Background: an optimization exercise with open tools, aiming at small area. Do not read the settings as production practice. Function was checked by simulation only, so behaviour that the tests miss may differ from the original. The clock cells of runs 2 to 9 come from the design's own scripts or RTL, not from TritonCTS. The clock port is modelled as an ideal driver, which makes a skipped or thinned clock tree look cheaper than it is; a real chip needs a root buffer or a tree. Power figures rest on the tool's default switching activity, not on a simulated workload.

File: flow/flow/run.sh
#!/bin/bash
# Own layout flow: the standard synthesis, then the combinational logic
# between the (unchanged) flip-flops is re-mapped for area with a stronger ABC
# script, then the standard layout with small port buffers and a lighter
# clock tree. Each tool's output goes to a log file in the work folder.
set -euo pipefail
WORK=$(pwd)
FLOWDIR=$WORK/flow
YOSYS=${YOSYS_EXE:-/OpenROAD-flow-scripts/tools/install/yosys/bin/yosys}
R=$WORK/orfs/results/$FLOW_PLATFORM/ATM_top/base

# 1. standard synthesis, unchanged
bash standard.sh synth > $WORK/1_synth_standard.log 2>&1

# 2. re-map the combinational logic (flip-flops kept as they are)
cp $R/1_2_yosys.v $WORK/1_2_yosys_standard.v
LIB=$FLOW_HOME/platforms/$FLOW_PLATFORM/lib/sky130_fd_sc_hd__tt_025C_1v80.lib \
TOP=$FLOW_TOP IN=$WORK/1_2_yosys_standard.v OUT=$WORK/1_2_yosys_remap.v \
ABCSCR=$FLOWDIR/remap.abc DONT_USE="*lpflow* *probe*" \
  $YOSYS -c $FLOWDIR/remap.tcl > $WORK/1_remap_yosys.log 2>&1
cp $WORK/1_2_yosys_remap.v $R/1_2_yosys.v
rm -f $R/1_synth.odb $R/1_synth.sdc

# 3. standard floorplan and placement, with small port buffers
export BUFFER_PORTS_ARGS="-buffer_cell sky130_fd_sc_hd__buf_1"
bash standard.sh place > $WORK/2_place_standard.log 2>&1

# 4. clock distribution (flow/clock.tcl) in place of TritonCTS
RESULTS_DIR=$R LIB=$FLOW_HOME/platforms/$FLOW_PLATFORM/lib/sky130_fd_sc_hd__tt_025C_1v80.lib \
PLATFORM_DIR=$FLOW_HOME/platforms/$FLOW_PLATFORM CLOCK_PORT=clk \
CLKBUF_LIST="sky130_fd_sc_hd__clkbuf_2 sky130_fd_sc_hd__clkbuf_4 sky130_fd_sc_hd__clkbuf_8 sky130_fd_sc_hd__clkbuf_16" SLEW_TARGET=0.115 NGROUP=4 \
  ${OPENROAD_EXE:-$FLOW_HOME/../tools/install/OpenROAD/bin/openroad} -no_init -exit $FLOWDIR/clock.tcl > $WORK/3_clock_openroad.log 2>&1

# 5. standard routing and finishing
bash standard.sh finish > $WORK/4_route_standard.log 2>&1
File: flow/flow/clock.tcl
# Clock distribution in place of TritonCTS: the flip-flops are split into
# NGROUP groups by position (halves by y, then by x), and the clock port
# drives one clock buffer per group, placed at the group's centre, which
# drives that group's clock pins. All groups get the same buffer: the
# smallest of CLKBUF_LIST whose clock-pin slew, estimated from placement,
# stays under SLEW_TARGET. No register's clock is made early or late on
# purpose. Then detailed placement and hold repair, as ORFS's cts step does.
set R $::env(RESULTS_DIR)
read_liberty $::env(LIB)
read_db $R/3_place.odb
read_sdc $R/3_place.sdc
source $::env(PLATFORM_DIR)/setRC.tcl
set block [ord::get_db_block]
set clk [$block findNet $::env(CLOCK_PORT)]
set master [[ord::get_db] findMaster [lindex $::env(CLKBUF_LIST) end]]
set sinks {}
foreach it [$clk getITerms] {
  set loc [[$it getInst] getLocation]
  lappend sinks [list $it [lindex $loc 0] [lindex $loc 1]]
}
proc split2 {l idx} {
  set l [lsort -integer -index $idx $l]
  set h [expr {[llength $l] / 2}]
  return [list [lrange $l 0 [expr {$h - 1}]] [lrange $l $h end]]
}
set groups [list $sinks]
set ng $::env(NGROUP)
set axis 1
while {[llength $groups] < $ng} {
  set new {}
  foreach g $groups { foreach h [split2 $g $axis] { lappend new $h } }
  set groups $new
  set axis [expr {3 - $axis}]
}
set k 0
foreach g $groups {
  set inst [odb::dbInst_create $block $master clkbuf_$k]
  set net [odb::dbNet_create $block clknet_$k]
  $net setSigType CLOCK
  set xs 0; set ys 0
  foreach s $g {
    set it [lindex $s 0]
    $it disconnect
    $it connect $net
    set xs [expr {$xs + [lindex $s 1]}]; set ys [expr {$ys + [lindex $s 2]}]
  }
  set n [llength $g]
  [$inst findITerm A] connect $clk
  [$inst findITerm X] connect $net
  $inst setLocation [expr {$xs / $n}] [expr {$ys / $n}]
  $inst setPlacementStatus PLACED
  puts "clock buffer clkbuf_$k drives $n sinks"
  incr k
}
set_propagated_clock [all_clocks]
detailed_placement

# smallest clock buffer (all groups alike) whose clock pins' slew, estimated
# from placement, stays under SLEW_TARGET (ns)
proc worst_clk_slew {} {
  estimate_parasitics -placement
  set worst 0.0
  foreach pin [get_pins -hierarchical */CLK] {
    foreach e {rise fall} { foreach a {min max} {
      set s [get_property $pin slew_${a}_$e]
      if {$s > $worst} { set worst $s }
    }}
  }
  return $worst
}
set chosen ""
foreach b $::env(CLKBUF_LIST) {
  set m [[ord::get_db] findMaster $b]
  for {set i 0} {$i < $k} {incr i} { [$block findInst clkbuf_$i] swapMaster $m }
  set w [worst_clk_slew]
  puts "clock buffer $b: worst clock pin slew $w"
  set chosen $b
  if {$w <= $::env(SLEW_TARGET)} { break }
}
puts "clock buffer chosen: $chosen"
detailed_placement
estimate_parasitics -placement
repair_timing -hold -setup_margin 0 -hold_margin 0
detailed_placement
check_placement
write_db $R/4_1_cts.odb
write_db $R/4_cts.odb
write_sdc $R/4_cts.sdc
File: flow/flow/remap.abc
strash; &get -n; &deepsyn -T 30; &put; dch -f; amap; topo
File: flow/flow/remap.tcl
# Re-map the combinational logic of a mapped netlist; sequential cells are
# black boxes, so every flip-flop keeps its instance name and cell type.
yosys -import
set lib $::env(LIB)
read_liberty -ignore_miss_func $lib
read_verilog $::env(IN)
hierarchy -top $::env(TOP)
blackbox sky130_fd_sc_hd__*df* sky130_fd_sc_hd__conb_1
flatten
# names made from flattened cells' pins are hidden so the netlist's own net
# names are kept
yosys rename -hide w:_*_.*
opt_clean
set dus {}
foreach c $::env(DONT_USE) { lappend dus -dont_use $c }
abc -liberty $lib {*}$dus -script $::env(ABCSCR)
opt_clean -purge
hilomap -singleton -hicell sky130_fd_sc_hd__conb_1 HI -locell sky130_fd_sc_hd__conb_1 LO
splitnets
opt_clean -purge
insbuf -buf sky130_fd_sc_hd__buf_1 A X

tee -o $::env(OUT).stat stat -liberty $lib
write_verilog -noattr -noexpr -nohex -nodec $::env(OUT)
File: flow/standard.sh
#!/bin/bash
# synth_recipe.tcl (not shown) runs the flow's synth.tcl, then flattens the netlist and writes it again
# the make line also repeats each setting of config.mk as NAME=value (left out here)
make -C /OpenROAD-flow-scripts/flow DESIGN_CONFIG=/design/flow/config.mk WORK_HOME=/design/flow/orfs CLKGATE_MAP_FILE= SYNTH_SCRIPT=/design/flow/synth_recipe.tcl "${@:-finish}"
File: flow/config.mk
export PLATFORM = sky130hd
export DESIGN_NAME = ATM_top
export DESIGN_NICKNAME = ATM_top
export VERILOG_FILES = /design/flow/design.v
export SDC_FILE = /design/flow/constraint.sdc
export NUM_CORES = 4
export LEC_CHECK = 0
export ABC_AREA = 1
export CAP_MARGIN = 20
export CORE_MARGIN = 2
export CORE_UTILIZATION = 80
export GPL_TIMING_DRIVEN = 0
export PLACE_DENSITY = 0.9
export SLEW_MARGIN = 20
File: flow/constraint.sdc
create_clock -name core_clock -period 10.0 [get_ports {clk}]
set_input_delay 2.0000 -clock core_clock [delete_from_list [all_inputs] [get_ports {clk}]]
set_output_delay 2.0000 -clock core_clock [all_outputs]
set_load 0.01 [all_outputs]
File: flow/design.v
`timescale 1ns / 1ps
module ATM(
    input            clk,
    input            rst,
    input  [1:0]     mode,
    input  [11:0]    keypad,
    input            load,
    output [2:0]     nstate,
    output           auth,
    output [7:0]     bal
);
    reg [2:0] st;
    reg       kv;           
    reg [1:0] ki;           
    reg [1:0] acc;          
    reg [7:0] nbal;         
    reg [7:0] db0, db1, db2, db3;
    assign bal    = ~nbal;
    assign nstate = {st[2] & ~st[1], st[1] & ~st[2], st[0]};
    assign auth   = st[2] | st[1];
    wire s_bal = st == 3'd3;
    wire s_wd  = st == 3'd4;
    wire s_tr  = st == 3'd5;
    wire [3:0] ka = keypad[11:8];
    wire [7:0] kp = keypad[7:0];
    wire m0 = keypad == 12'hA11;
    wire m1 = keypad == 12'hB22;
    wire m2 = keypad == 12'hC33;
    wire m3 = keypad == 12'hD44;
    reg [7:0] src, tgb;
    always @(*) begin
        case (acc)
            2'd0: src = db0;
            2'd1: src = db1;
            2'd2: src = db2;
            default: src = db3;
        endcase
    end
    wire       tv = ka[3] & (ka[2] ^ ka[1]);      
    wire [1:0] ti = {~ka[1], ka[0]};              
    always @(*) begin
        case (ti)
            2'd0: tgb = db0;
            2'd1: tgb = db1;
            2'd2: tgb = db2;
            default: tgb = db3;
        endcase
    end
    wire [7:0] amt  = kp & {8{st[2]}};
    wire [8:0] dif9 = {1'b0, src} - {1'b0, amt};
    wire [7:0] diff = dif9[7:0];
    wire       a_le = ~dif9[8];                   
    wire       a_nz = |kp;
    wire [8:0] sum9 = {1'b0, tgb} + {1'b0, kp};
    wire       s_ok = ~sum9[8] & ~(&sum9[7:0]);   
    wire ok_w = a_nz & a_le;
    wire ok_t = ok_w & tv & (ti != acc) & s_ok;
    wire do_w = s_wd & load & ok_w;
    wire do_t = s_tr & load & ok_t;
    wire we_s = do_w | do_t;      
    wire [3:0] sa  = {acc == 2'd3, acc == 2'd2, acc == 2'd1, acc == 2'd0};
    wire [3:0] ta  = {ti == 2'd3, ti == 2'd2, ti == 2'd1, ti == 2'd0};
    wire [3:0] wdv = {4{we_s}} & sa;
    wire [3:0] wsv = {4{do_t}} & ta;
    always @(posedge clk) begin
        if (rst) begin
            db0 <= 8'd50;
            db1 <= 8'd175;
            db2 <= 8'd200;
            db3 <= 8'd40;
        end else begin
            if (wdv[0]) db0 <= diff; else if (wsv[0]) db0 <= sum9[7:0];
            if (wdv[1]) db1 <= diff; else if (wsv[1]) db1 <= sum9[7:0];
            if (wdv[2]) db2 <= diff; else if (wsv[2]) db2 <= sum9[7:0];
            if (wdv[3]) db3 <= diff; else if (wsv[3]) db3 <= sum9[7:0];
        end
    end
    always @(posedge clk) begin
        if (load) begin
            ki <= {m2 | m3, m1 | m3};
        end
        if (st == 3'd1 && kv)
            acc <= ki;
    end
    always @(posedge clk) begin
        if (rst) begin
            st   <= 3'd0;
            kv   <= 1'b0;
            nbal <= 8'hff;
        end else begin
            if (load)
                kv <= m0 | m1 | m2 | m3;
            case (st)
                3'd1: if (kv) st <= 3'd2;
                3'd2: st <= {mode[1], ~mode[1], mode[0]};
                3'd3: st <= 3'd2;
                3'd4, 3'd5: if (load) st <= we_s ? 3'd0 : 3'd6;
                default: st <= 3'd1;
            endcase
            if (s_bal | do_w) nbal <= ~diff;
        end
    end
endmodule
module seven_seg_display_bal(
    input            clk,
    input            rst,
    input      [7:0] bal,
    output reg [6:0] seg,
    output reg [3:0] an,
    output           dp
);
    assign dp = 1'b1;
    localparam [14:0] POL = 15'h2aaa;
    reg  [14:0] p;
    reg  [1:0]  dg;
    wire [14:0] lf   = p ^ POL;
    wire        z    = ~|lf[13:0];
    wire        wrap = lf[14] & z;          
    wire [14:0] lfn  = {lf[13:0], lf[14] ^ lf[13] ^ z};
    always @(posedge clk)
        if (rst) begin
            p  <= POL;
            dg <= 2'd0;
        end else begin
            p <= lfn ^ POL;
            if (wrap) dg <= dg + 2'd1;
        end
    function [3:0] a3;
        input [3:0] x;
        case (x)
            4'd5: a3 = 4'd8;
            4'd6: a3 = 4'd9;
            4'd7: a3 = 4'd10;
            4'd8: a3 = 4'd11;
            4'd9: a3 = 4'd12;
            default: a3 = x;
        endcase
    endfunction
    wire [3:0] c1 = a3({1'b0, bal[7:5]});
    wire [3:0] c2 = a3({c1[2:0], bal[4]});
    wire [3:0] c3 = a3({c2[2:0], bal[3]});
    wire [3:0] c4 = a3({1'b0, c1[3], c2[3], c3[3]});
    wire [3:0] c5 = a3({c3[2:0], bal[2]});
    wire [3:0] c6 = a3({c4[2:0], c5[3]});
    wire [3:0] c7 = a3({c5[2:0], bal[1]});
    wire [3:0] hundreds = {2'b0, c4[3], c6[3]};
    wire [3:0] tens     = {c6[2:0], c7[3]};
    wire [3:0] ones     = {c7[2:0], bal[0]};
    reg  [3:0] digit;
    always @(*) begin
        case (dg)
            2'b00: begin an = 4'b1110; digit = ones;     end
            2'b01: begin an = 4'b1101; digit = tens;     end
            2'b10: begin an = 4'b1011; digit = hundreds; end
            default: begin an = 4'b0111; digit = 4'd0;   end
        endcase
    end
    always @(*) begin
        case (digit)
            4'd0: seg = 7'b1000000;
            4'd1: seg = 7'b1111001;
            4'd2: seg = 7'b0100100;
            4'd3: seg = 7'b0110000;
            4'd4: seg = 7'b0011001;
            4'd5: seg = 7'b0010010;
            4'd6: seg = 7'b0000010;
            4'd7: seg = 7'b1111000;
            4'd8: seg = 7'b0000000;
            4'd9: seg = 7'b0010000;
            default: seg = 7'bxxxxxxx;
        endcase
    end
endmodule
`timescale 1ns / 1ps
module ATM_top(
    input        clk,         
    input        rst,         
    input  [1:0] mode,
    input  [11:0] keypad,
    input        load,
    output       auth,
    output [2:0] nstate,
    output [6:0] seg,
    output [3:0] an,
    output       dp
);
    wire [7:0] bal;
    ATM atm_fsm(
        .clk(clk),
        .rst(rst),
        .mode(mode),
        .keypad(keypad),
        .load(load),
        .auth(auth),
        .nstate(nstate),
        .bal(bal)
    );
    seven_seg_display_bal display_unit(
        .clk(clk),
        .rst(rst),
        .bal(bal),
        .seg(seg),
        .an(an),
        .dp(dp)
    );
endmodule
==> results of run 1 <==
==> impl_results.md, run 1 <==
- Width of the die: 72.0 um
- Stop stage: global placement (3_3_place_gp)
- Ys Warns: 2
- IO buf count: 31
- Mapped Cells: 537
- Status: stopped before the end
- I/O Pins: 33
- Error msg: [ERROR GPL-0301] Utilization 101.872 % exceeds 100%.
- # rows: 24
- Die span in y: 72.0 um
- Starting Density: 83.8%
- Syn Nets: 554
- Cell area after synthesis: 3700 um2
- Syn_area_per_cell: 6.89 um2
==> inputs of run 2 (changes only) <==
--- a/flow/flow/run.sh
+++ b/flow/flow/run.sh
@@ -12,13 +12,44 @@
 # 1. standard synthesis, unchanged
 bash standard.sh synth > $WORK/1_synth_standard.log 2>&1
 
-# 2. re-map the combinational logic (flip-flops kept as they are)
+# 2. re-map the combinational logic (flip-flops kept as they are): ABC's
+#    deepsyn with several random seeds and two mappings, in rounds, each round
+#    starting from the smallest netlist so far; keep the smallest
+LIBF=$FLOW_HOME/platforms/$FLOW_PLATFORM/lib/sky130_fd_sc_hd__tt_025C_1v80.lib
+RM=$WORK/remap
+mkdir -p $RM
 cp $R/1_2_yosys.v $WORK/1_2_yosys_standard.v
-LIB=$FLOW_HOME/platforms/$FLOW_PLATFORM/lib/sky130_fd_sc_hd__tt_025C_1v80.lib \
-TOP=$FLOW_TOP IN=$WORK/1_2_yosys_standard.v OUT=$WORK/1_2_yosys_remap.v \
-ABCSCR=$FLOWDIR/remap.abc DONT_USE="*lpflow* *probe*" \
-  $YOSYS -c $FLOWDIR/remap.tcl > $WORK/1_remap_yosys.log 2>&1
-cp $WORK/1_2_yosys_remap.v $R/1_2_yosys.v
+remap_one() {  # round seed map
+  local tag=r$1_s$2_m$3 amap="amap"
+  [[ $3 == 2 ]] && amap="amap -x"
+  echo "strash; &get -n; &deepsyn -T 10 -S $2; &put; dch -f; $amap; topo" > $RM/$tag.abc
+  LIB=$LIBF TOP=$FLOW_TOP IN=$RM/in_r$1.v OUT=$RM/$tag.v ABCSCR=$RM/$tag.abc \
+  DONT_USE="*lpflow* *probe*" timeout 600 $YOSYS -c $FLOWDIR/remap.tcl > $RM/$tag.log 2>&1 || true
+}
+export -f remap_one
+export RM LIBF FLOW_TOP YOSYS FLOWDIR
+best=$WORK/1_2_yosys_standard.v
+for round in 1 2; do
+  cp $best $RM/in_r$round.v
+  for seed in $(seq 1 ${REMAP_SEEDS:-12}); do for m in 1 2; do echo "$round $seed $m"; done; done \
+    | xargs -P ${NUM_CORES:-4} -L 1 bash -c 'remap_one $0 $1 $2'
+  for f in $RM/r${round}_*.v.stat; do
+    a=$(awk '/Chip area for module/ {print $NF}' $f)
+    echo "$(basename $f .stat) $a" >> $WORK/1_remap_choice.log
+  done
+  # smallest candidate that is proven equivalent to the standard netlist
+  for b in $(for f in $RM/r${round}_*.v.stat; do echo "$(awk '/Chip area for module/ {print $NF}' $f) ${f%.stat}"; done | sort -g | cut -d' ' -f2); do
+    if LIB=$LIBF TOP=$FLOW_TOP GOLD=$WORK/1_2_yosys_standard.v GATE=$b \
+         timeout 900 $YOSYS -c $FLOWDIR/eq.tcl > $b.eq.log 2>&1; then
+      best=$b
+      break
+    fi
+    echo "$b not proven equivalent" >> $WORK/1_remap_choice.log
+  done
+  echo "round $round best $best" >> $WORK/1_remap_choice.log
+done
+cp $best $WORK/1_2_yosys_remap.v
+cp $best $R/1_2_yosys.v
 rm -f $R/1_synth.odb $R/1_synth.sdc
 
 # 3. standard floorplan and placement, with small port buffers
==> flow/flow/eq.tcl (new file) <==
# Equivalence of two mapped netlists (GOLD, GATE) of TOP, flip-flops paired by
# name; exits with an error unless every output and flip-flop input is proven.
yosys -import
set lib $::env(LIB)
read_liberty -ignore_miss_func $lib
read_verilog $::env(GOLD)
hierarchy -top $::env(TOP)
yosys rename $::env(TOP) gold
flatten gold
design -stash g
read_liberty -ignore_miss_func $lib
read_verilog $::env(GATE)
hierarchy -top $::env(TOP)
yosys rename $::env(TOP) gate
flatten gate
design -stash t
design -copy-from g -as gold gold
design -copy-from t -as gate gate
equiv_make gold gate eq
hierarchy -top eq
equiv_simple -seq 2
equiv_induct
equiv_status -assert
--- a/flow/config.mk
+++ b/flow/config.mk
@@ -8,7 +8,7 @@
 export ABC_AREA = 1
 export CAP_MARGIN = 20
 export CORE_MARGIN = 2
-export CORE_UTILIZATION = 80
+export CORE_UTILIZATION = 40
 export GPL_TIMING_DRIVEN = 0
-export PLACE_DENSITY = 0.9
+export PLACE_DENSITY = 0.6
 export SLEW_MARGIN = 20
removed: flow/flow/remap.abc
==> impl_results.md, run 2 <==
- Fin. max-slew vios: 0
- Ys Warns: 2
- Diodes inserted: 0
- Final Net Count: 574
- Die ar.: 9840 um2
- Dpl ws: 3.25 ns
- CORE AREA: 8760 um2
- Hold Crit Class: reg -> reg
- Max stage delay on crit path: 0.72 ns
- Final min period: 6.69 ns
- Grt ovf: 0
- CP startpoint kind: input pin
- Clock transition at path regs: 0.07 ns
- Fraction of layout cells with a size suffix above 1: 0.901%
- LEAKAGE: 0.00143 uW
- CP cell instances: buf_1 -> clkinv_1 -> nand2_1 -> o22ai_1 -> nor2_1 -> nor2_1 -> a21o_1 -> nor2_1 -> nor2_1 -> o21ai_0 -> nand2_1 -> nand2_1 -> nand2_1 -> o21ai_0 -> clkinv_1 -> nand4_1 -> a21oi_1 -> nor4_1 -> nor2_1 -> nor2_1 -> nor2_1 -> a222oi_1 -> nor2_1
- Pin count of the biggest net entering global routing: 37
- Cell mode on critical path: nor2_1
- Fillers: 918
- Vias: 4,022
- Number of flip-flops in the largest register: 15
- Drt drc: 0
- Vias in the first global route: 3,669
- FF/Latch Area: 1340 um2
- Hold Vio Cnt, Final: 0
- Crit path max-delay cell type: nor2_1
- Pre-antenna DRT Iters: 7
- WHS Endpoint: display_unit.p[13]
- RSZ-0062 raised after global routing: no
- Worst R2R Setup Slack: 4.43 ns
- Critical path class: in -> reg
- Routed WL: 11,400 um
- Die span in y: 99.2 um
- Max_cap viols: 0
- Biggest register: display_unit.p
- First-pass GRT wire length: 18,500 um
- Fmax: 149 MHz
- Area occupied by multi-input gates: 2010 um2
- Final setup viols: 0
- Crit path DAT: 6.69 ns
- Gr usage total: 22.9%
- DRT antenna net count: 0
- Final setup TNS: 0 ns
- Hold path start: display_unit.p[12]
- Required @ worst endpoint: 10.00 ns
- Power consumption: 482 uW
- # rows: 34
- Hold Path Stages: 1
- Worst path setup slack after routing: 3.31 ns
- End of the worst register-to-register path: atm_fsm.db1[6]
- Syn Nets: 537
- Crit Path Max Fanout: 10
- Status: no timing/DRC/antenna violations
- Width of the die: 99.2 um
- R2r startpoint: atm_fsm.acc[0]
- Syn_area_per_cell: 6.97 um2
- Slew headroom: 33.5%
- Routed WL per cell: 17.3 um
- Least-Margin Pin Slew: 0.987 ns
- DR vias/cell: 6.07
- Final worst path period share: 66.9%
- Syn-to-layout area delta: 9.73%
- DR iter-0 viols: 324
- Most frequent cells in the layout: 107 x nor2_1, 73 x clkinv_1, 69 x nand2_1, 61 x dfxtp_1, 37 x o21ai_0
- Mapped Cells: 520
- Clock Skew: 0.0132 ns
- Register-to-Register Path Depth: 28
- Post-DP HPWL: 8350 um
- Cell area after synthesis: 3620 um2
- GPL Wtd Cong: 0.936
- Commonest non-fill, non-tap cell in the layout: nor2_1
- IO buf count: 31
- Initial antenna violation count: 0
- Starting Density: 41.4%
- I/O Pins: 33
- Power density cells: 121 nW/um2
- Skew-Pair Late Insertion Delay: 0.15 ns
- Peak supply drop: 0.0000766 V
- Worst setup EP type: flip-flop
==> run 2: where the power goes <==
group	leakage [uW]	total, uW	internal (uW)	switching (uW)
logic	0.000851	74.4	21.4	53.0
clock network	0.0000493	139	72.1	66.5
registers	0.000531	269	265	3.40
total	0.00143	482	359	123
==> run 2: metrics by stage <==
| stage | std cells | area, um2 | utilization (%) | hold slack (ns) |
|---|---|---|---|---|
| finish | 663 | 3980 | 45.4 | 0.381 |
| global route | 663 | 3980 | 45.4 | 0.396 |
| detailed placement | 659 | 3880 | 44.2 | 0.366 |
| global placement | 659 | 3880 | 44.2 | 0.360 |
| floorplan | 520 | 3620 | - | 0.353 |
==> run 2: final cells by class <==
cell class | count | share of cell area [%]
well taps | 108 | 3.40
flip-flops and latches | 65 | 33.7
plain buffers | 5 | 2.61
inverters | 73 | 6.89
repair buffers | 31 | 2.96
multi-input cells | 381 | 50.4
==> run 2: worst max-delay path, delay by kind of cell <==
family / cells / cell delay (ns)
buffers and inverters: 3 / 0.53
and+or+nand+nor: 14 / 3.05
AOI/OAI and AO/OA: 6 / 1.09
==> run 2: worst max path at each step <==
stage	startpoint	end	slack [ns]	depth (start not counted)
finish	keypad[9]	atm_fsm.db1[6]	3.31	23
global route	keypad[9]	atm_fsm.db1[2]	2.67	23
detailed placement	keypad[9]	atm_fsm.db1[2]	3.25	23
global placement	keypad[9]	atm_fsm.db1[2]	3.37	23
floorplan	atm_fsm.nbal[5]	seg[0]	4.45	16
==> run 2: per-layer routing <==
layer | GRT usage (%) | part of all wire, %
met1 | 31.5 | 43
met2 | 39.1 | 46
met3 | 1.90 | 7.9
met4 | 5.90 | 2.8
met5 | 0 | 0
==> inputs of run 3 (changes only) <==
--- a/flow/flow/run.sh
+++ b/flow/flow/run.sh
@@ -59,7 +59,7 @@
 # 4. clock distribution (flow/clock.tcl) in place of TritonCTS
 RESULTS_DIR=$R LIB=$FLOW_HOME/platforms/$FLOW_PLATFORM/lib/sky130_fd_sc_hd__tt_025C_1v80.lib \
 PLATFORM_DIR=$FLOW_HOME/platforms/$FLOW_PLATFORM CLOCK_PORT=clk \
-CLKBUF_LIST="sky130_fd_sc_hd__clkbuf_2 sky130_fd_sc_hd__clkbuf_4 sky130_fd_sc_hd__clkbuf_8 sky130_fd_sc_hd__clkbuf_16" SLEW_TARGET=0.115 NGROUP=4 \
+CLKBUF_LIST="sky130_fd_sc_hd__clkbuf_2 sky130_fd_sc_hd__clkbuf_4 sky130_fd_sc_hd__clkbuf_8 sky130_fd_sc_hd__clkbuf_16" SLEW_TARGET=0.118 NGROUP=4 \
   ${OPENROAD_EXE:-$FLOW_HOME/../tools/install/OpenROAD/bin/openroad} -no_init -exit $FLOWDIR/clock.tcl > $WORK/3_clock_openroad.log 2>&1
 
 # 5. standard routing and finishing
==> impl_results.md, run 3 <==
- DRT antenna net count: 0
- Final worst path period share: 66.3%
- Cell area after synthesis: 3620 um2
- Least-Margin Pin Slew: 1.03 ns
- Reg power frac: 60.1%
- Syn Nets: 537
- WHS Endpoint: display_unit.p[13]
- First-pass GRT wire length: 18,500 um
- Gr usage total: 22.9%
- Worst R2R Setup Slack: 4.46 ns
- IO buf count: 31
- Pre-antenna DRT Iters: 7
- Die ar.: 9840 um2
- Mapped Cells: 520
- R2r startpoint: atm_fsm.acc[0]
- Critical path class: in -> reg
- Drt drc: 0
- Slew headroom: 30.8%
- Final setup viols: 0
- DR iter-0 viols: 334
- Max_cap viols: 0
- Vias: 3,992
- Status: no timing/DRC/antenna violations
- Required @ worst endpoint: 10.02 ns
- I/O Pins: 33
- Fmax: 151 MHz
- RSZ-0062 raised after global routing: no
- Initial antenna violation count: 0
- Hold Vio Cnt, Final: 0
- Commonest non-fill, non-tap cell in the layout: nor2_1
- Final Net Count: 574
- DR vias/cell: 6.02
- LEAKAGE: 0.00141 uW
- Clock transition at path regs: 0.10 ns
- Die span in y: 99.2 um
- Width of the die: 99.2 um
- Diodes inserted: 0
- Syn_area_per_cell: 6.97 um2
- Starting Density: 41.4%
- Clock Skew: 0.0217 ns
- Final instance area: 3930 um2
- Routed WL per cell: 17.3 um
- Register-to-Register Path Depth: 28
- Fillers: 924
- Ys Warns: 2
- Hold path start: display_unit.p[12]
- Dpl cell area: 3880 um2
- Most frequent cells in the layout: 107 x nor2_1, 73 x clkinv_1, 69 x nand2_1, 61 x dfxtp_1, 37 x o21ai_0
- Crit path DAT: 6.65 ns
- Syn-to-layout area delta: 8.49%
- Pin count of the biggest net entering global routing: 37
- End of the worst register-to-register path: atm_fsm.db1[4]
- Switching Power: 123 uW
- CP startpoint kind: input pin
- Routed WL: 11,500 um
- # rows: 34
- Fraction of layout cells with a size suffix above 1: 0.901%
- Crit Path Max Fanout: 10
- Hold Path Stages: 1
- Hold Crit Class: reg -> reg
- CORE AREA: 8760 um2
- Crit path max-delay cell type: nor2_1
- Number of flip-flops in the largest register: 15
- Final setup TNS: 0 ns
- Worst setup EP type: flip-flop
- Peak supply drop: 0.0000700 V
- Switching share of power: 27.6%
- Internal power: 324 uW
- Fin. max-slew vios: 0
- Final min period: 6.63 ns
- Max stage delay on crit path: 0.69 ns
- CP cell instances: buf_1 -> clkinv_1 -> nand2_1 -> o22ai_1 -> nor2_1 -> nor2_1 -> a21o_1 -> nor2_1 -> nor2_1 -> o21ai_0 -> nand2_1 -> nand2_1 -> nand2_1 -> o21ai_0 -> clkinv_1 -> nand4_1 -> a21oi_1 -> nor4_1 -> nor2_1 -> nor2_1 -> nor2_1 -> a222oi_1 -> nor2_1
- Post-DP HPWL: 8350 um
- Logic pwr share: 16.6%
- Proportion of power drawn by the clock network: 23.3%
- Grt ovf: 0
- Cell mode on critical path: nor2_1
- Power density cells: 114 nW/um2
- Skew-Pair Late Insertion Delay: 0.17 ns
- GPL Wtd Cong: 0.936
- Biggest register: display_unit.p
- Final Core Density: 44.9%
- Vias in the first global route: 3,667
==> run 3: how the worst max path moves through the flow <==
| stage | cells after the start | from | end | slack, ns |
|---|---|---|---|---|
| finish | 23 | keypad[9] | atm_fsm.db1[4] | 3.37 |
| global route | 23 | keypad[9] | atm_fsm.db1[2] | 2.71 |
| global placement | 23 | keypad[9] | atm_fsm.db1[2] | 3.37 |
| detailed placement | 23 | keypad[9] | atm_fsm.db1[2] | 3.25 |
| floorplan | 16 | atm_fsm.nbal[5] | seg[0] | 4.45 |
==> run 3: cell type report <==
cell class	count	area, um2	share of cell area, %
plain buffers	5	58.8	1.50
inverters	73	274	6.97
multi-input cells	381	2010	51.0
flip-flops and latches	65	1340	34.1
well taps	108	135	3.44
repair buffers	31	118	2.99
==> run 3: per-stage QoR <==
stage | instances | setup WS [ns] | total power, uW | hold slack [ns]
3_5_place_dp | 659 | 3.25 | 347 | 0.366
6_report | 663 | 3.37 | 447 | 0.389
3_3_place_gp | 659 | 3.37 | 346 | 0.360
5_1_grt | 663 | 2.71 | 469 | 0.404
2_1_floorplan | 520 | 4.45 | 322 | 0.353
==> run 3: critical path: cells and delay by family <==
kind | cells | cell delay [ns]
buffers and inverters | 3 | 0.53
AOI/OAI and AO/OA | 6 | 1.07
and+or+nand+nor | 14 | 3.03
==> run 3: power groups by stage <==
stage | Clock, uW | Combinational (uW) | Sequential (uW)
finish | 104 | 74.2 | 269
global route | 116 | 83.3 | 270
global placement | 0 | 71.5 | 275
floorplan | 0 | 48.7 | 274
detailed placement | 0 | 72.7 | 275
==> run 3: per-layer routing <==
metal | up-vias | global-route usage [%] | routed length [um]
met5 | - | 0 | 0
met4 | 0 | 5.37 | 247
met3 | 21 | 1.76 | 893
met2 | 170 | 39.3 | 5310
met1 | 1859 | 31.5 | 5010
li1 | 1942 | - | -
==> inputs of run 4 (changes only) <==
--- a/flow/design.v
+++ b/flow/design.v
@@ -62,19 +62,18 @@
     wire [3:0] ta  = {ti == 2'd3, ti == 2'd2, ti == 2'd1, ti == 2'd0};
     wire [3:0] wdv = {4{we_s}} & sa;
     wire [3:0] wsv = {4{do_t}} & ta;
-    always @(posedge clk) begin
-        if (rst) begin
-            db0 <= 8'd50;
-            db1 <= 8'd175;
-            db2 <= 8'd200;
-            db3 <= 8'd40;
-        end else begin
-            if (wdv[0]) db0 <= diff; else if (wsv[0]) db0 <= sum9[7:0];
-            if (wdv[1]) db1 <= diff; else if (wsv[1]) db1 <= sum9[7:0];
-            if (wdv[2]) db2 <= diff; else if (wsv[2]) db2 <= sum9[7:0];
-            if (wdv[3]) db3 <= diff; else if (wsv[3]) db3 <= sum9[7:0];
-        end
-    end
+    wire [3:0] sd = wdv & {4{~rst}};
+    wire [3:0] ss = wsv & {4{~rst}};
+    wire [3:0] sh = ~wdv & ~wsv & {4{~rst}};
+    localparam [31:0] INIT = {8'd40, 8'd200, 8'd175, 8'd50};
+    wire [31:0] dbq = {db3, db2, db1, db0};
+    wire [31:0] dbd;
+    genvar gi;
+    generate for (gi = 0; gi < 32; gi = gi + 1) begin : g_db
+        assign dbd[gi] = (INIT[gi] & rst) | (sd[gi/8] & diff[gi%8]) |
+                         (ss[gi/8] & sum9[gi%8]) | (sh[gi/8] & dbq[gi]);
+    end endgenerate
+    always @(posedge clk) {db3, db2, db1, db0} <= dbd;
     always @(posedge clk) begin
         if (load) begin
             ki <= {m2 | m3, m1 | m3};
==> impl_results.md, run 4 <==
- Die span in y: 98.6 um
- Cell area after synthesis: 3580 um2
- Hold path start: display_unit.p[6]
- Worst Setup EP: atm_fsm.db3[1]
- Power density cells: 124 nW/um2
- Fin. max-slew vios: 0
- Final min period: 7.16 ns
- I/O Pins: 33
- Mapped Cells: 512
- Register-to-Register Path Depth: 26
- Worst R2R Setup Slack: 4.06 ns
- Highest routed metal layer: met4
- Final Net Count: 566
- DRT antenna net count: 0
- Clock Skew: 0.0283 ns
- Diodes inserted: 0
- # rows: 34
- Final worst path period share: 71.6%
- DR iter-0 viols: 368
- Cell mode on critical path: o21ai_0
- Final setup TNS: 0 ns
- GPL Wtd Cong: 0.932
- Skew-Pair Late Insertion Delay: 0.17 ns
- Drt drc: 0
- IO buf count: 31
- Setup crit start: keypad[0]
- Pin count of the biggest net entering global routing: 29
- First-pass GRT wire length: 17,300 um
- Required @ worst endpoint: 10.02 ns
- Fmax: 140 MHz
- LEAKAGE: 0.00136 uW
- Worst setup EP type: flip-flop
- Routed WL per cell: 16.8 um
- Fraction of layout cells with a size suffix above 1: 0.914%
- Post-DP HPWL: 8250 um
- CP startpoint kind: input pin
- Die ar.: 9730 um2
- Grt ovf: 0
- End of the worst register-to-register path: atm_fsm.db3[1]
- Crit path max-delay cell type: nor2_1
- Crit path DAT: 7.18 ns
- Syn Nets: 529
- Most frequent cells in the layout: 101 x nor2_1, 73 x nand2_1, 61 x dfxtp_1, 54 x o22ai_1, 47 x clkinv_1
- Hold Crit Class: reg -> reg
- Routed WL: 11,000 um
- Pre-antenna DRT Iters: 5
- Width of the die: 98.6 um
- Vias in the first global route: 3,437
- Commonest non-fill, non-tap cell in the layout: nor2_1
- Starting Density: 41.1%
- Gr usage total: 21.6%
- DR vias/cell: 5.94
- Critical path class: in -> reg
- Vias: 3,893
- Wire length on met3: 696 um
- Fin Hold WS: 0.389 ns
- R2r startpoint: atm_fsm.acc[1]
- Ys Warns: 2
- Hold Vio Cnt, Final: 0
- Max_cap viols: 0
- Syn_area_per_cell: 7.00 um2
- Status: no timing/DRC/antenna violations
- CORE AREA: 8720 um2
- M1 WL: 5010 um
- Syn-to-layout area delta: 8.59%
- Peak supply drop: 0.000116 V
- Clock transition at path regs: 0.09 ns
- Initial antenna violation count: 0
- Final setup viols: 0
- Slew headroom: 33.8%
- Biggest register: display_unit.p
- Fillers: 905
- RSZ-0062 raised after global routing: no
- Crit Path Max Fanout: 7
- Routed wl met2: 5040 um
- Least-Margin Pin Slew: 0.982 ns
- Number of flip-flops in the largest register: 15
- Max stage delay on crit path: 0.48 ns
-- run 4: cell type report --
type / count / area (um2) / area share (%)
multi-input combinational: 399 / 2060 / 53.0
sequential: 65 / 1340 / 34.5
buffer: 5 / 58.8 / 1.51
tap: 108 / 135 / 3.47
timing repair buffer: 31 / 118 / 3.02
inverter: 47 / 176 / 4.54
-- run 4: power breakdown --
group / internal [uW] / total (uW) / switching (uW)
clock network: 37.2 / 105 / 67.4
registers: 270 / 278 / 7.79
logic: 29.7 / 99.1 / 69.4
-- run 4: critical path: cells and delay by family --
| kind | cells | cell delay, ns |
|---|---|---|
| AO/OA/AOI/OAI | 14 | 3.01 |
| buffers and inverters | 4 | 1.08 |
| AND/OR/NAND/NOR | 7 | 1.10 |
-- run 4: per-stage QoR --
stage	instances	instance area (um2)	util, %	setup WS, ns	total power (uW)
after floorplan	512	3580	-	4.21	347
after global placement	651	3830	44.0	2.74	379
after detailed placement	651	3830	44.0	2.80	380
after global routing	655	3890	44.6	2.21	506
final	655	3890	44.6	2.84	482
-- run 4: worst min-delay path by stage --
stage	cells after the start	end	slack [ns]
after global placement	1	display_unit.p[3]	0.37
after floorplan	1	display_unit.p[3]	0.36
after global routing	1	display_unit.p[11]	0.42
final	1	display_unit.p[7]	0.39
after detailed placement	1	display_unit.p[7]	0.37
-- run 4: layer usage --
| metal | GRT usage [%] | vias up |
|---|---|---|
| li1 | - | 1949 |
| met1 | 31.3 | 1770 |
| met2 | 35.2 | 150 |
| met3 | 0.922 | 24 |
| met4 | 6.32 | 0 |
| met5 | 0 | - |
==> inputs of run 5 (changes only) <==
--- a/flow/design.v
+++ b/flow/design.v
@@ -74,6 +74,9 @@
                          (ss[gi/8] & sum9[gi%8]) | (sh[gi/8] & dbq[gi]);
     end endgenerate
     always @(posedge clk) {db3, db2, db1, db0} <= dbd;
+    wire be = (s_bal | do_w) & ~rst;
+    wire bh = ~(s_bal | do_w) & ~rst;
+    always @(posedge clk) nbal <= {8{rst}} | ({8{be}} & ~diff) | ({8{bh}} & nbal);
     always @(posedge clk) begin
         if (load) begin
             ki <= {m2 | m3, m1 | m3};
@@ -85,7 +88,6 @@
         if (rst) begin
             st   <= 3'd0;
             kv   <= 1'b0;
-            nbal <= 8'hff;
         end else begin
             if (load)
                 kv <= m0 | m1 | m2 | m3;
@@ -96,7 +98,6 @@
                 3'd4, 3'd5: if (load) st <= we_s ? 3'd0 : 3'd6;
                 default: st <= 3'd1;
             endcase
-            if (s_bal | do_w) nbal <= ~diff;
         end
     end
 endmodule
==> impl_results.md, run 5 <==
- Final worst path period share: 73.0%
- GR Layer Usage met1: 31.6%
- Status: no timing/DRC/antenna violations
- Skew-Pair Late Insertion Delay: 0.15 ns
- End of the worst register-to-register path: atm_fsm.db2[5]
- Hold path start: display_unit.p[8]
- Power consumption: 521 uW
- Syn_area_per_cell: 7.12 um2
- Pre-antenna DRT Iters: 6
- DRT antenna net count: 0
- Vias in the first global route: 3,641
- Die span in y: 98.4 um
- Width of the die: 98.4 um
- First-pass GRT wire length: 18,300 um
- Most frequent cells in the layout: 91 x nor2_1, 78 x nand2_1, 61 x dfxtp_1, 48 x clkinv_1, 37 x o21ai_0
- Syn-to-layout area delta: 10.0%
- Drt drc: 0
- Max_cap viols: 0
- Vias: 3,889
- Power density cells: 133 nW/um2
- Met3 global-route usage: 1.57%
- Final Net Count: 555
- DR vias/cell: 6.04
- Worst R2R Setup Slack: 4.01 ns
- Starting Density: 41.1%
- Cell area after synthesis: 3560 um2
- Hold Path Stages: 1
- Final min period: 7.30 ns
- Crit path DAT: 7.35 ns
- Final instance area: 3920 um2
- R2r startpoint: atm_fsm.acc[1]
- DR iter-0 viols: 310
- Post-DP HPWL: 8290 um
- # rows: 34
- Routed WL: 11,200 um
- Grt ovf: 0
- I/O Pins: 33
- Busiest grt layer: met2
- Setup crit start: keypad[9]
- Mapped Cells: 501
- Gr usage total: 22.6%
- Syn Nets: 518
- Critical path class: in -> reg
- CP startpoint kind: input pin
- CORE AREA: 8680 um2
- GPL Wtd Cong: 0.917
- Biggest register: display_unit.p
- Diodes inserted: 0
- Clock transition at path regs: 0.07 ns
- Clock Skew: 0.0169 ns
- Least-Margin Pin Slew: 1.02 ns
- Hold Vio Cnt, Final: 0
- Register-to-Register Path Depth: 34
- Final setup viols: 0
- Hold Crit Class: reg -> reg
- Fraction of layout cells with a size suffix above 1: 1.12%
- WHS Endpoint: display_unit.p[9]
- Slew headroom: 31.6%
- Final setup TNS: 0 ns
- Number of flip-flops in the largest register: 15
- Routed WL per cell: 17.4 um
- Required @ worst endpoint: 10.06 ns
- Commonest non-fill, non-tap cell in the layout: nor2_1
- Worst setup EP type: flip-flop
- Ys Warns: 2
- Fillers: 919
- Grt met2 use: 38.1%
- Fin. max-slew vios: 0
- Peak supply drop: 0.0000801 V
- Fmax: 137 MHz
- Fin Hold WS: 0.385 ns
- LEAKAGE: 0.00133 uW
- Dpl cell area: 3820 um2
- IO buf count: 31
- Die ar.: 9680 um2
- RSZ-0062 raised after global routing: no
- Pin count of the biggest net entering global routing: 28
- Crit Path Max Fanout: 10
- Initial antenna violation count: 0
==> run 5: power by group <==
part / switching [uW] / total (uW) / internal [uW]
clock: 67.2 / 139 / 72.1
sequential: 7.42 / 277 / 270
combinational: 72.1 / 105 / 32.5
total: 147 / 521 / 374
==> run 5: how the worst max path moves through the flow <==
stage / end / slack [ns] / cells after the start
2_1_floorplan: atm_fsm.db3[5] / 4.12 / 30
3_3_place_gp: atm_fsm.db1[2] / 2.61 / 25
3_5_place_dp: atm_fsm.db1[2] / 2.64 / 25
5_1_grt: atm_fsm.db2[1] / 2.24 / 25
6_report: atm_fsm.db2[5] / 2.70 / 25
==> run 5: layer usage <==
layer  vias to the layer above  wire length (um)
li1                       1912                 -
met1                      1804              5040
met2                       154              5180
met3                        19               717
met4                         0               254
met5                         -                 0
==> run 5: area by class of cell <==
| class | instances | area (um2) | area share, % |
|---|---|---|---|
| timing repair buffer | 31 | 118 | 3.00 |
| tap | 108 | 135 | 3.44 |
| buffer | 5 | 104 | 2.65 |
| multi-input combinational | 387 | 2040 | 52.1 |
| inverter | 48 | 180 | 4.59 |
| sequential | 65 | 1340 | 34.2 |
==> run 5: worst max-delay path, cell delays in order <==
cell and delay (ns):
buf_1 0.17, clkinv_1 0.15, nand2_1 0.39, o22ai_1 0.14
nor2_1 0.19, a21o_1 0.21, nor2_1 0.07, nor2_1 0.11
nand2_1 0.08, nand2_1 0.08, nand2_1 0.06, and2_0 0.16
nand2_1 0.08, o21ai_0 0.16, o21ai_0 0.52, clkinv_1 0.20
or4_1 0.44, nor4_1 0.29, o21a_1 0.18, nor3_1 0.07
nor2_1 0.37, nor2_1 0.16, nor3_1 0.80, nand2_1 0.13
o221ai_1 0.11
==> run 5: stage by stage <==
step	std cells	setup WS, ns	utilization [%]
after floorplan	501	4.12	-
after global placement	640	2.61	44.0
after detailed placement	640	2.64	44.0
after global routing	644	2.24	45.2
final	644	2.70	45.2
==> inputs of run 6 (changes only) <==
--- a/flow/flow/run.sh
+++ b/flow/flow/run.sh
@@ -29,6 +29,7 @@
 export -f remap_one
 export RM LIBF FLOW_TOP YOSYS FLOWDIR
 best=$WORK/1_2_yosys_standard.v
+besta=""
 for round in 1 2; do
   cp $best $RM/in_r$round.v
   for seed in $(seq 1 ${REMAP_SEEDS:-12}); do for m in 1 2; do echo "$round $seed $m"; done; done \
@@ -37,11 +38,14 @@
     a=$(awk '/Chip area for module/ {print $NF}' $f)
     echo "$(basename $f .stat) $a" >> $WORK/1_remap_choice.log
   done
-  # smallest candidate that is proven equivalent to the standard netlist
+  # smallest candidate so far that is proven equivalent to the standard netlist
   for b in $(for f in $RM/r${round}_*.v.stat; do echo "$(awk '/Chip area for module/ {print $NF}' $f) ${f%.stat}"; done | sort -g | cut -d' ' -f2); do
+    a=$(awk '/Chip area for module/ {print $NF}' $b.stat)
+    if [[ -n "$besta" ]] && ! awk -v a="$a" -v b="$besta" 'BEGIN{exit !(a < b)}'; then break; fi
     if LIB=$LIBF TOP=$FLOW_TOP GOLD=$WORK/1_2_yosys_standard.v GATE=$b \
          timeout 900 $YOSYS -c $FLOWDIR/eq.tcl > $b.eq.log 2>&1; then
       best=$b
+      besta=$a
       break
     fi
     echo "$b not proven equivalent" >> $WORK/1_remap_choice.log
@@ -59,7 +63,7 @@
 # 4. clock distribution (flow/clock.tcl) in place of TritonCTS
 RESULTS_DIR=$R LIB=$FLOW_HOME/platforms/$FLOW_PLATFORM/lib/sky130_fd_sc_hd__tt_025C_1v80.lib \
 PLATFORM_DIR=$FLOW_HOME/platforms/$FLOW_PLATFORM CLOCK_PORT=clk \
-CLKBUF_LIST="sky130_fd_sc_hd__clkbuf_2 sky130_fd_sc_hd__clkbuf_4 sky130_fd_sc_hd__clkbuf_8 sky130_fd_sc_hd__clkbuf_16" SLEW_TARGET=0.118 NGROUP=4 \
+CLKBUF_LIST="sky130_fd_sc_hd__clkbuf_4 sky130_fd_sc_hd__buf_6 sky130_fd_sc_hd__clkbuf_8 sky130_fd_sc_hd__buf_8 sky130_fd_sc_hd__buf_12 sky130_fd_sc_hd__clkbuf_16" SLEW_TARGET=0.112 NGROUP=4 \
   ${OPENROAD_EXE:-$FLOW_HOME/../tools/install/OpenROAD/bin/openroad} -no_init -exit $FLOWDIR/clock.tcl > $WORK/3_clock_openroad.log 2>&1
 
 # 5. standard routing and finishing
==> impl_results.md, run 6 <==
- Pre-antenna DRT Iters: 5
- GPL Wtd Cong: 0.917
- Critical path class: in -> reg
- Routed WL: 11,200 um
- Dpl cell area: 3820 um2
- Syn-to-layout area delta: 8.92%
- Fmax: 137 MHz
- Peak supply drop: 0.0000750 V
- RSZ-0062 raised after global routing: no
- Status: no timing/DRC/antenna violations
- Fin. max-slew vios: 0
- Ys Warns: 2
- Width of the die: 98.4 um
- Routed WL per cell: 17.5 um
- Crit path DAT: 7.33 ns
- # rows: 34
- Slew headroom: 33.5%
- R2r startpoint: atm_fsm.acc[0]
- Hold path start: display_unit.p[8]
- Post-DP HPWL: 8290 um
- Biggest register: display_unit.p
- Drt drc: 0
- Hold Vio Cnt, Final: 0
- Syn Nets: 518
- CP startpoint kind: input pin
- Die span in y: 98.4 um
- Hold Crit Class: reg -> reg
- Initial antenna violation count: 0
- Max_cap viols: 0
- Starting Density: 41.1%
- Final Net Count: 555
- Worst setup EP type: flip-flop
- Final Non-Filler Cells: 644
- Max stage delay on crit path: 0.54 ns
- CORE AREA: 8680 um2
- Number of flip-flops in the largest register: 15
- Crit path buf inv count: 4
- Required @ worst endpoint: 10.03 ns
- Crit Path Max Fanout: 10
- Syn_area_per_cell: 7.12 um2
- Final Core Density: 44.7%
- Final setup TNS: 0 ns
- Vias: 3,909
- Clock Skew: 0.0226 ns
- Final min period: 7.30 ns
- Skew-Pair Late Insertion Delay: 0.14 ns
- Gr usage total: 22.6%
- Grt ovf: 0
- DR iter-0 viols: 308
- Least-Margin Pin Slew: 0.989 ns
- IO buf count: 31
- Crit-path leading delay family: simple AND/OR/NAND/NOR gates
- Cell mode on critical path: nor2_1
- Cell area after synthesis: 3560 um2
- Setup crit start: keypad[9]
- I/O Pins: 33
- Most frequent cells in the layout: 91 x nor2_1, 78 x nand2_1, 61 x dfxtp_1, 48 x clkinv_1, 37 x o21ai_0
- Commonest non-fill, non-tap cell in the layout: nor2_1
- DRT antenna net count: 0
- Pin count of the biggest net entering global routing: 28
- Power density cells: 128 nW/um2
- LEAKAGE: 0.00131 uW
- Diodes inserted: 0
- DR vias/cell: 6.07
- Vias in the first global route: 3,641
- Power consumption: 495 uW
- Final setup viols: 0
- Crit path max-delay cell type: o21ai_0
- Mapped Cells: 501
- Placed insts: 640
- Final worst path period share: 73.0%
- First-pass GRT wire length: 18,300 um
- Die ar.: 9680 um2
- Clock transition at path regs: 0.09 ns
- Final instance area: 3880 um2
- Fraction of layout cells with a size suffix above 1: 1.12%
==> run 6: stage by stage <==
stage | hold slack (ns) | setup slack [ns]
finish | 0.390 | 2.70
global route | 0.405 | 2.23
detailed placement | 0.367 | 2.64
global placement | 0.360 | 2.61
floorplan | 0.353 | 4.12
==> run 6: where the power goes <==
part | total (uW) | switching, uW | internal, uW | leakage [uW]
clock | 113 | 67.3 | 45.8 | 0.0000297
combinational | 105 | 72.5 | 32.5 | 0.000750
sequential | 277 | 7.41 | 270 | 0.000534
==> run 6: final cells by class <==
| class | instances | area [um2] |
|---|---|---|
| fillers | 923 | 4800 |
| inverters | 48 | 180 |
| multi-input cells | 387 | 2040 |
| repair buffers | 31 | 118 |
| flip-flops and latches | 65 | 1340 |
| plain buffers | 5 | 63.8 |
| well taps | 108 | 135 |
==> run 6: final timing paths <==
check	end	slack, ns	depth (start not counted)
max	atm_fsm.db3[0]	2.70	25
max reg2reg	atm_fsm.db3[0]	4.00	34
min reg2reg	display_unit.p[9]	0.39	1
min	display_unit.p[9]	0.39	1
==> run 6: per-layer routing <==
layer / wire [um] / global-route usage [%] / up-vias
li1: - / - / 1909
met2: 5140 / 38.1 / 168
met1: 5060 / 31.6 / 1809
met5: 0 / 0 / -
met3: 757 / 1.57 / 23
met4: 284 / 5.58 / 0
==> inputs of run 7 (changes only) <==
--- a/flow/design.v
+++ b/flow/design.v
@@ -74,9 +74,6 @@
                          (ss[gi/8] & sum9[gi%8]) | (sh[gi/8] & dbq[gi]);
     end endgenerate
     always @(posedge clk) {db3, db2, db1, db0} <= dbd;
-    wire be = (s_bal | do_w) & ~rst;
-    wire bh = ~(s_bal | do_w) & ~rst;
-    always @(posedge clk) nbal <= {8{rst}} | ({8{be}} & ~diff) | ({8{bh}} & nbal);
     always @(posedge clk) begin
         if (load) begin
             ki <= {m2 | m3, m1 | m3};
@@ -88,6 +85,7 @@
         if (rst) begin
             st   <= 3'd0;
             kv   <= 1'b0;
+            nbal <= 8'hff;
         end else begin
             if (load)
                 kv <= m0 | m1 | m2 | m3;
@@ -98,6 +96,7 @@
                 3'd4, 3'd5: if (load) st <= we_s ? 3'd0 : 3'd6;
                 default: st <= 3'd1;
             endcase
+            if (s_bal | do_w) nbal <= ~diff;
         end
     end
 endmodule
==> impl_results.md, run 7 <==
- Status: no timing/DRC/antenna violations
- Clock Skew: 0.0117 ns
- Required @ worst endpoint: 10.05 ns
- Diodes inserted: 0
- DRT antenna net count: 0
- Commonest non-fill, non-tap cell in the layout: nor2_1
- Power density cells: 126 nW/um2
- Starting Density: 41.1%
- RSZ-0062 raised after global routing: no
- Cell area after synthesis: 3570 um2
- Worst R2R Setup Slack: 2.67 ns
- Mapped Cells: 500
- Final setup viols: 0
- Vias in the first global route: 3,600
- R2r startpoint: atm_fsm.st[2]
- IO buf count: 31
- Syn_area_per_cell: 7.14 um2
- Final setup TNS: 0 ns
- Pre-antenna DRT Iters: 6
- Max_cap viols: 0
- Die ar.: 9700 um2
- Fmax: 121 MHz
- Biggest register: display_unit.p
- Die span in y: 98.5 um
- Vias: 3,970
- LEAKAGE: 0.00134 uW
- Gr usage total: 22.8%
- Grt ovf: 0
- Hold Crit Class: reg -> reg
- Hold Vio Cnt, Final: 0
- Final min period: 8.27 ns
- Width of the die: 98.5 um
- Hold Path Stages: 1
- Skew-Pair Late Insertion Delay: 0.16 ns
- First-pass GRT wire length: 18,400 um
- Drt drc: 0
- Number of flip-flops in the largest register: 15
- Slew headroom: 32.0%
- Final Net Count: 554
- Fillers: 921
- Syn Nets: 517
- Worst setup EP type: flip-flop
- Final worst path period share: 82.7%
- GPL Wtd Cong: 0.917
- Peak supply drop: 0.0000795 V
- End of the worst register-to-register path: atm_fsm.db1[4]
- Setup crit start: keypad[0]
- Fraction of layout cells with a size suffix above 1: 0.935%
- CORE AREA: 8680 um2
- Crit Path Max Fanout: 8
- Syn-to-layout area delta: 8.62%
- Fin. max-slew vios: 0
- Ys Warns: 2
- Clock transition at path regs: 0.10 ns
- CP startpoint kind: input pin
- Least-Margin Pin Slew: 1.01 ns
- WHS Endpoint: display_unit.p[9]
- Pin count of the biggest net entering global routing: 27
- # rows: 34
- I/O Pins: 33
- Register-to-Register Path Depth: 31
- Crit path max-delay cell type: o21ai_0
- Most frequent cells in the layout: 84 x nor2_1, 69 x nand2_1, 67 x clkinv_1, 61 x dfxtp_1, 39 x o21ai_0
- Crit path DAT: 8.31 ns
- Initial antenna violation count: 0
- Routed WL: 11,300 um
- Max stage delay on crit path: 0.60 ns
- Routed WL per cell: 17.6 um
- DR iter-0 viols: 564
- Post-DP HPWL: 8220 um
- Hold path start: display_unit.p[8]
- Critical path class: in -> reg
- DR vias/cell: 6.17
- Final Core Density: 44.7%
## run 7: worst max path at each step
stage,to,cells after the start
3_3_place_gp,atm_fsm.db1[4],31
6_report,atm_fsm.db1[4],31
3_5_place_dp,atm_fsm.db1[6],31
2_1_floorplan,atm_fsm.db1[1],30
5_1_grt,atm_fsm.db1[4],33
## run 7: layer usage
layer,vias to the layer above,wire length [um],track usage [%]
met5,-,0,0
met4,0,418,6.95
met3,45,1230,2.84
met2,223,4880,36.1
met1,1782,4750,32.7
li1,1920,-,-
## run 7: per-stage QoR
step	cell area, um2	worst slack [ns]	std cells	hold WS [ns]	total power (uW)
3_3_place_gp	3820	1.98	639	0.357	389
3_5_place_dp	3820	1.81	639	0.360	390
5_1_grt	3880	1.01	643	0.409	514
2_1_floorplan	3570	3.21	500	0.353	355
6_report	3880	1.73	643	0.381	488
## run 7: cell type report
| type | instances | area, um2 | share of cell area [%] |
|---|---|---|---|
| plain buffers | 5 | 58.8 | 1.52 |
| multi-input cells | 367 | 1970 | 50.9 |
| well taps | 108 | 135 | 3.49 |
| repair buffers | 31 | 118 | 3.03 |
| flip-flops and latches | 65 | 1340 | 34.6 |
| inverters | 67 | 251 | 6.49 |
## run 7: power by group
group	internal (uW)	switching (uW)	leakage [uW]
clock network	37.1	63.4	0.0000288
logic	32.4	75.2	0.000779
registers	271	9.12	0.000535
total	341	148	0.00134
## run 7: worst max-delay path: cells and delay by family
kind            cells  cell delay (ns)
compound gates     19             4.09
simple gates       10             1.90
buf+inv             2             0.29
==> inputs of run 8 (changes only) <==
--- a/flow/flow/run.sh
+++ b/flow/flow/run.sh
@@ -32,7 +32,8 @@
 besta=""
 for round in 1 2; do
   cp $best $RM/in_r$round.v
-  for seed in $(seq 1 ${REMAP_SEEDS:-12}); do for m in 1 2; do echo "$round $seed $m"; done; done \
+  nseed=24; [[ $round == 2 ]] && nseed=8
+  for seed in $(seq 1 $nseed); do for m in 1 2; do echo "$round $seed $m"; done; done \
     | xargs -P ${NUM_CORES:-4} -L 1 bash -c 'remap_one $0 $1 $2'
   for f in $RM/r${round}_*.v.stat; do
     a=$(awk '/Chip area for module/ {print $NF}' $f)
==> impl_results.md, run 8 <==
- Hold Crit Class: reg -> reg
- Number of flip-flops in the largest register: 15
- Mapped Cells: 501
- GPL Wtd Cong: 0.888
- CP startpoint kind: input pin
- IO buf count: 31
- Syn Nets: 518
- LEAKAGE: 0.00134 uW
- Crit Path Max Fanout: 8
- Fraction of layout cells with a size suffix above 1: 1.12%
- RSZ-0062 raised after global routing: no
- Final Net Count: 555
- Routed WL per cell: 17.5 um
- Pin count of the biggest net entering global routing: 30
- GR Layer Usage met1: 32.3%
- Post-DP HPWL: 8170 um
- Worst path setup slack after routing: 2.58 ns
- Clock transition at path regs: 0.09 ns
- Vias: 3,927
- Drt drc: 0
- Max stage delay on crit path: 0.40 ns
- Power density cells: 130 nW/um2
- Crit path DAT: 7.44 ns
- DRT antenna net count: 0
- Die ar.: 9640 um2
- Fin. max-slew vios: 0
- DR iter-0 viols: 329
- Gr usage total: 22.9%
- Diodes inserted: 0
- Initial antenna violation count: 0
- Grt ovf: 0
- Width of the die: 98.2 um
- Least-Margin Pin Slew: 0.884 ns
- Final setup viols: 0
- First-pass GRT wire length: 18,300 um
- Commonest non-fill, non-tap cell in the layout: nor2_1
- Die span in y: 98.2 um
- Status: no timing/DRC/antenna violations
- Cell area after synthesis: 3550 um2
- Busiest grt layer: met2
- Peak supply drop: 0.0000810 V
- Dpl ws: 2.55 ns
- Grt met2 use: 36.8%
- Final Core Density: 44.6%
- Required @ worst endpoint: 10.02 ns
- DR vias/cell: 6.10
- Power consumption: 501 uW
- Vias in the first global route: 3,594
- Syn_area_per_cell: 7.08 um2
- Cell mode on critical path: o21ai_0
- Final min period: 7.42 ns
- Biggest register: display_unit.p
- Routed WL: 11,300 um
- Final worst path period share: 74.2%
- Fmax: 135 MHz
- Starting Density: 40.9%
- Clock Skew: 0.0167 ns
- Slew headroom: 40.4%
- Critical path class: in -> reg
- Met3 global-route usage: 2.29%
- Ys Warns: 2
- Skew-Pair Late Insertion Delay: 0.14 ns
- Crit path max-delay cell type: a221o_1
- Syn-to-layout area delta: 8.96%
- Final setup TNS: 0 ns
- CORE AREA: 8680 um2
- Most frequent cells in the layout: 92 x nor2_1, 72 x nand2_1, 61 x dfxtp_1, 50 x o21ai_0, 46 x clkinv_1
- Max_cap viols: 0
- # rows: 34
- Worst setup EP type: flip-flop
- Pre-antenna DRT Iters: 5
- I/O Pins: 33
- Hold Vio Cnt, Final: 0
==> run 8: report_power, final <==
part / internal [uW] / switching (uW)
clock: 45.8 / 69.5
sequential: 270 / 7.04
combinational: 31.5 / 76.6
==> run 8: cell type report <==
| type | instances | area, um2 |
|---|---|---|
| Multi-Input combinational cell | 389 | 2040 |
| Inverter | 46 | 173 |
| Tap cell | 108 | 135 |
| Buffer | 5 | 63.8 |
| Sequential cell | 65 | 1340 |
| Timing Repair Buffer | 31 | 118 |
| Fill cell | 901 | 4810 |
==> run 8: worst paths after layout <==
check | cells past startpoint | endpoint | start | slack (ns)
worst min register to register | 1 | display_unit.p[3] | display_unit.p[2] | 0.39
worst max register to register | 29 | atm_fsm.db0[3] | atm_fsm.acc[0] | 3.73
worst max-delay path | 28 | atm_fsm.db0[3] | keypad[0] | 2.58
worst min-delay path | 1 | display_unit.p[3] | display_unit.p[2] | 0.39
==> run 8: layer usage <==
| layer | vias up | routed length, um |
|---|---|---|
| met5 | - | 0 |
| met4 | 0 | 278 |
| met3 | 27 | 1060 |
| met2 | 209 | 5090 |
| met1 | 1772 | 4870 |
| li1 | 1919 | - |
==> run 8: worst max-delay path, delay by kind of cell <==
family | cells | cell delay (ns)
AOI/OAI and AO/OA | 15 | 3.17
buffers and inverters | 4 | 0.75
and+or+nand+nor | 9 | 1.52
==> run 8: stage by stage <==
stage | instances | hold slack, ns | instance area (um2)
after floorplan | 501 | 0.361 | 3550
after global placement | 640 | 0.365 | 3800
after detailed placement | 640 | 0.370 | 3800
after global routing | 644 | 0.401 | 3870
final | 644 | 0.392 | 3870
==> inputs of run 9 (changes only) <==
--- a/flow/design.v
+++ b/flow/design.v
@@ -74,6 +74,9 @@
                          (ss[gi/8] & sum9[gi%8]) | (sh[gi/8] & dbq[gi]);
     end endgenerate
     always @(posedge clk) {db3, db2, db1, db0} <= dbd;
+    wire be = (s_bal | do_w) & ~rst;
+    wire bh = ~(s_bal | do_w) & ~rst;
+    always @(posedge clk) nbal <= {8{rst}} | ({8{be}} & ~diff) | ({8{bh}} & nbal);
     always @(posedge clk) begin
         if (load) begin
             ki <= {m2 | m3, m1 | m3};
@@ -85,7 +88,6 @@
         if (rst) begin
             st   <= 3'd0;
             kv   <= 1'b0;
-            nbal <= 8'hff;
         end else begin
             if (load)
                 kv <= m0 | m1 | m2 | m3;
@@ -96,7 +98,6 @@
                 3'd4, 3'd5: if (load) st <= we_s ? 3'd0 : 3'd6;
                 default: st <= 3'd1;
             endcase
-            if (s_bal | do_w) nbal <= ~diff;
         end
     end
 endmodule
==> impl_results.md, run 9 <==
- Cell area after synthesis: 3560 um2
- Biggest register: display_unit.p
- Fmax: 137 MHz
- Most frequent cells in the layout: 91 x nor2_1, 78 x nand2_1, 61 x dfxtp_1, 48 x clkinv_1, 37 x o21ai_0
- Status: no timing/DRC/antenna violations
- Slew headroom: 33.5%
- DRT antenna net count: 0
- Diodes inserted: 0
- Die span in y: 98.4 um
- Pin count of the biggest net entering global routing: 28
- Post-DP HPWL: 8290 um
- Fillers: 923
- Hold Crit Class: reg -> reg
- Worst path setup slack after routing: 2.70 ns
- Pre-antenna DRT Iters: 5
- R2r startpoint: atm_fsm.acc[0]
- IO buf count: 31
- Max_cap viols: 0
- Power density cells: 128 nW/um2
- DR iter-0 viols: 308
- Hold path start: display_unit.p[8]
- Worst R2R Setup Slack: 4.00 ns
- Ys Warns: 2
- Initial antenna violation count: 0
- Crit-path leading delay family: simple AND/OR/NAND/NOR gates
- Final Net Count: 555
- First-pass GRT wire length: 18,300 um
- Hold Vio Cnt, Final: 0
- Final instance area: 3880 um2
- Cell mode on critical path: nor2_1
- Final Non-Filler Cells: 644
- Dpl cell area: 3820 um2
- Area occupied by multi-input gates: 2040 um2
- Grt ovf: 0
- CP startpoint kind: input pin
- Commonest non-fill, non-tap cell in the layout: nor2_1
- CORE AREA: 8680 um2
- Switching share of power: 29.7%
- RSZ-0062 raised after global routing: no
- Syn-to-layout area delta: 8.92%
- Final setup viols: 0
- GPL Wtd Cong: 0.917
- Fraction of layout cells with a size suffix above 1: 1.12%
- WHS Endpoint: display_unit.p[9]
- I/O Pins: 33
- Switching Power: 147 uW
- Crit path DAT: 7.33 ns
- End of the worst register-to-register path: atm_fsm.db3[0]
- Reg power frac: 56.0%
- Routed WL per cell: 17.5 um
- Drt drc: 0
- Die ar.: 9680 um2
- Crit Path Max Fanout: 10
- Fin. max-slew vios: 0
- Final worst path period share: 73.0%
- Syn_area_per_cell: 7.12 um2
- Skew-Pair Late Insertion Delay: 0.14 ns
- Internal power: 348 uW
- DR vias/cell: 6.07
- Max stage delay on crit path: 0.54 ns
- Crit path buf inv count: 4
- Syn Nets: 518
- Clock Skew: 0.0226 ns
- Register-to-Register Path Depth: 34
- Hold Path Stages: 1
- Dpl ws: 2.64 ns
- Width of the die: 98.4 um
- Worst setup EP type: flip-flop
- Mapped Cells: 501
- Required @ worst endpoint: 10.03 ns
- LEAKAGE: 0.00131 uW
- Number of flip-flops in the largest register: 15
- Power consumption: 495 uW
- Vias in the first global route: 3,641
- Vias: 3,909
- Starting Density: 41.1%
- Crit path max-delay cell type: o21ai_0
- Routed WL: 11,200 um
- Gr usage total: 22.6%
- Final min period: 7.30 ns
- Final setup TNS: 0 ns
- Peak supply drop: 0.0000750 V
- Placed insts: 640
- FF/Latch Area: 1340 um2
- Least-Margin Pin Slew: 0.989 ns
- Critical path class: in -> reg
- Clock transition at path regs: 0.09 ns
- Proportion of power drawn by the clock network: 22.8%
- # rows: 34
- Logic pwr share: 21.2%
-- run 9: worst register-to-register path, delay by kind of cell, from the launching register on --
| family | cells | cell delay, ns |
|---|---|---|
| AOI/OAI and AO/OA | 13 | 2.39 |
| buffers and inverters | 3 | 0.42 |
| DFF | 1 | 0.44 |
| and+or+nand+nor | 18 | 2.66 |
-- run 9: worst max-delay path by stage --
stage                         start              to  slack [ns]  cells past startpoint
after floorplan           keypad[0]  atm_fsm.db3[5]        4.12                     30
after global placement    keypad[9]  atm_fsm.db1[2]        2.61                     25
after detailed placement  keypad[9]  atm_fsm.db1[2]        2.64                     25
after global routing      keypad[9]  atm_fsm.db2[1]        2.23                     25
final                     keypad[9]  atm_fsm.db3[0]        2.70                     25
-- run 9: power by group through the flow --
stage / Combinational, uW / Sequential [uW] / Clock [uW]
after floorplan: 69.9 / 281 / 0
after global placement: 101 / 283 / 0
after detailed placement: 102 / 283 / 0
after global routing: 116 / 279 / 124
final: 105 / 277 / 113
-- run 9: cell type report --
type,count,share of cell area [%]
Sequential cell,65,34.5
Multi-Input combinational cell,387,52.7
Timing Repair Buffer,31,3.03
Buffer,5,1.64
Inverter,48,4.64
Tap cell,108,3.48
-- run 9: layer usage --
metal | wire [um] | GRT usage, % | share of wire (%) | up-vias
li1 | - | - | - | 1909
met1 | 5060 | 31.6 | 45 | 1809
met2 | 5140 | 38.1 | 46 | 168
met3 | 757 | 1.57 | 6.7 | 23
met4 | 284 | 5.58 | 2.5 | 0
met5 | 0 | 0 | 0 | -
-- run 9: through the flow --
step	util [%]	hold WS, ns
3_3_place_gp	44.0	0.360
5_1_grt	44.7	0.405
3_5_place_dp	44.0	0.367
6_report	44.7	0.390
2_1_floorplan	-	0.353

==> what the ideal ports hide <==
The flow's constraints put no driver on any port. The routed layouts listed below were extracted and timed again, unchanged, in two steps. Step 1: set_driving_cell puts a clkbuf_16 on clk and a buf_2 on each other input, an assumption about the parent block. Step 2 adds t to the input delays and takes it off the output delays; t is the mean of the earliest and latest rising clock arrival at the registers after step 1. Input paths then give back, and output paths get back, about the clock's delay inside the block. Slacks: ideal / step 1 / step 2; pairs: ideal / step 1.
run | t, ns | setup slack, ns | hold WS [ns] | worst setup path at the end | worst data-port slew with drivers (ns)
run 2 | 0.216 | 3.307 / 3.363 / 3.147 | 0.381 / 0.381 / 0.381 | input to register | 0.03
run 3 | 0.223 | 3.366 / 3.407 / 3.184 | 0.389 / 0.389 / 0.389 | input to register | 0.03
run 4 | 0.224 | 2.839 / 2.881 / 2.657 | 0.389 / 0.389 / 0.389 | input to register | 0.04
run 5 | 0.218 | 2.703 / 2.758 / 2.540 | 0.385 / 0.385 / 0.385 | input to register | 0.03
run 6 | 0.200 | 2.702 / 2.753 / 2.553 | 0.390 / 0.390 / 0.390 | input to register | 0.03
run 7 | 0.217 | 1.733 / 1.776 / 1.558 | 0.381 / 0.381 / 0.381 | input to register | 0.03
run 8 | 0.204 | 2.581 / 2.632 / 2.428 | 0.392 / 0.392 / 0.392 | input to register | 0.03
run 9 | 0.200 | 2.702 / 2.753 / 2.553 | 0.390 / 0.390 / 0.390 | input to register | 0.03
After both steps setup and hold are still met in every run listed.
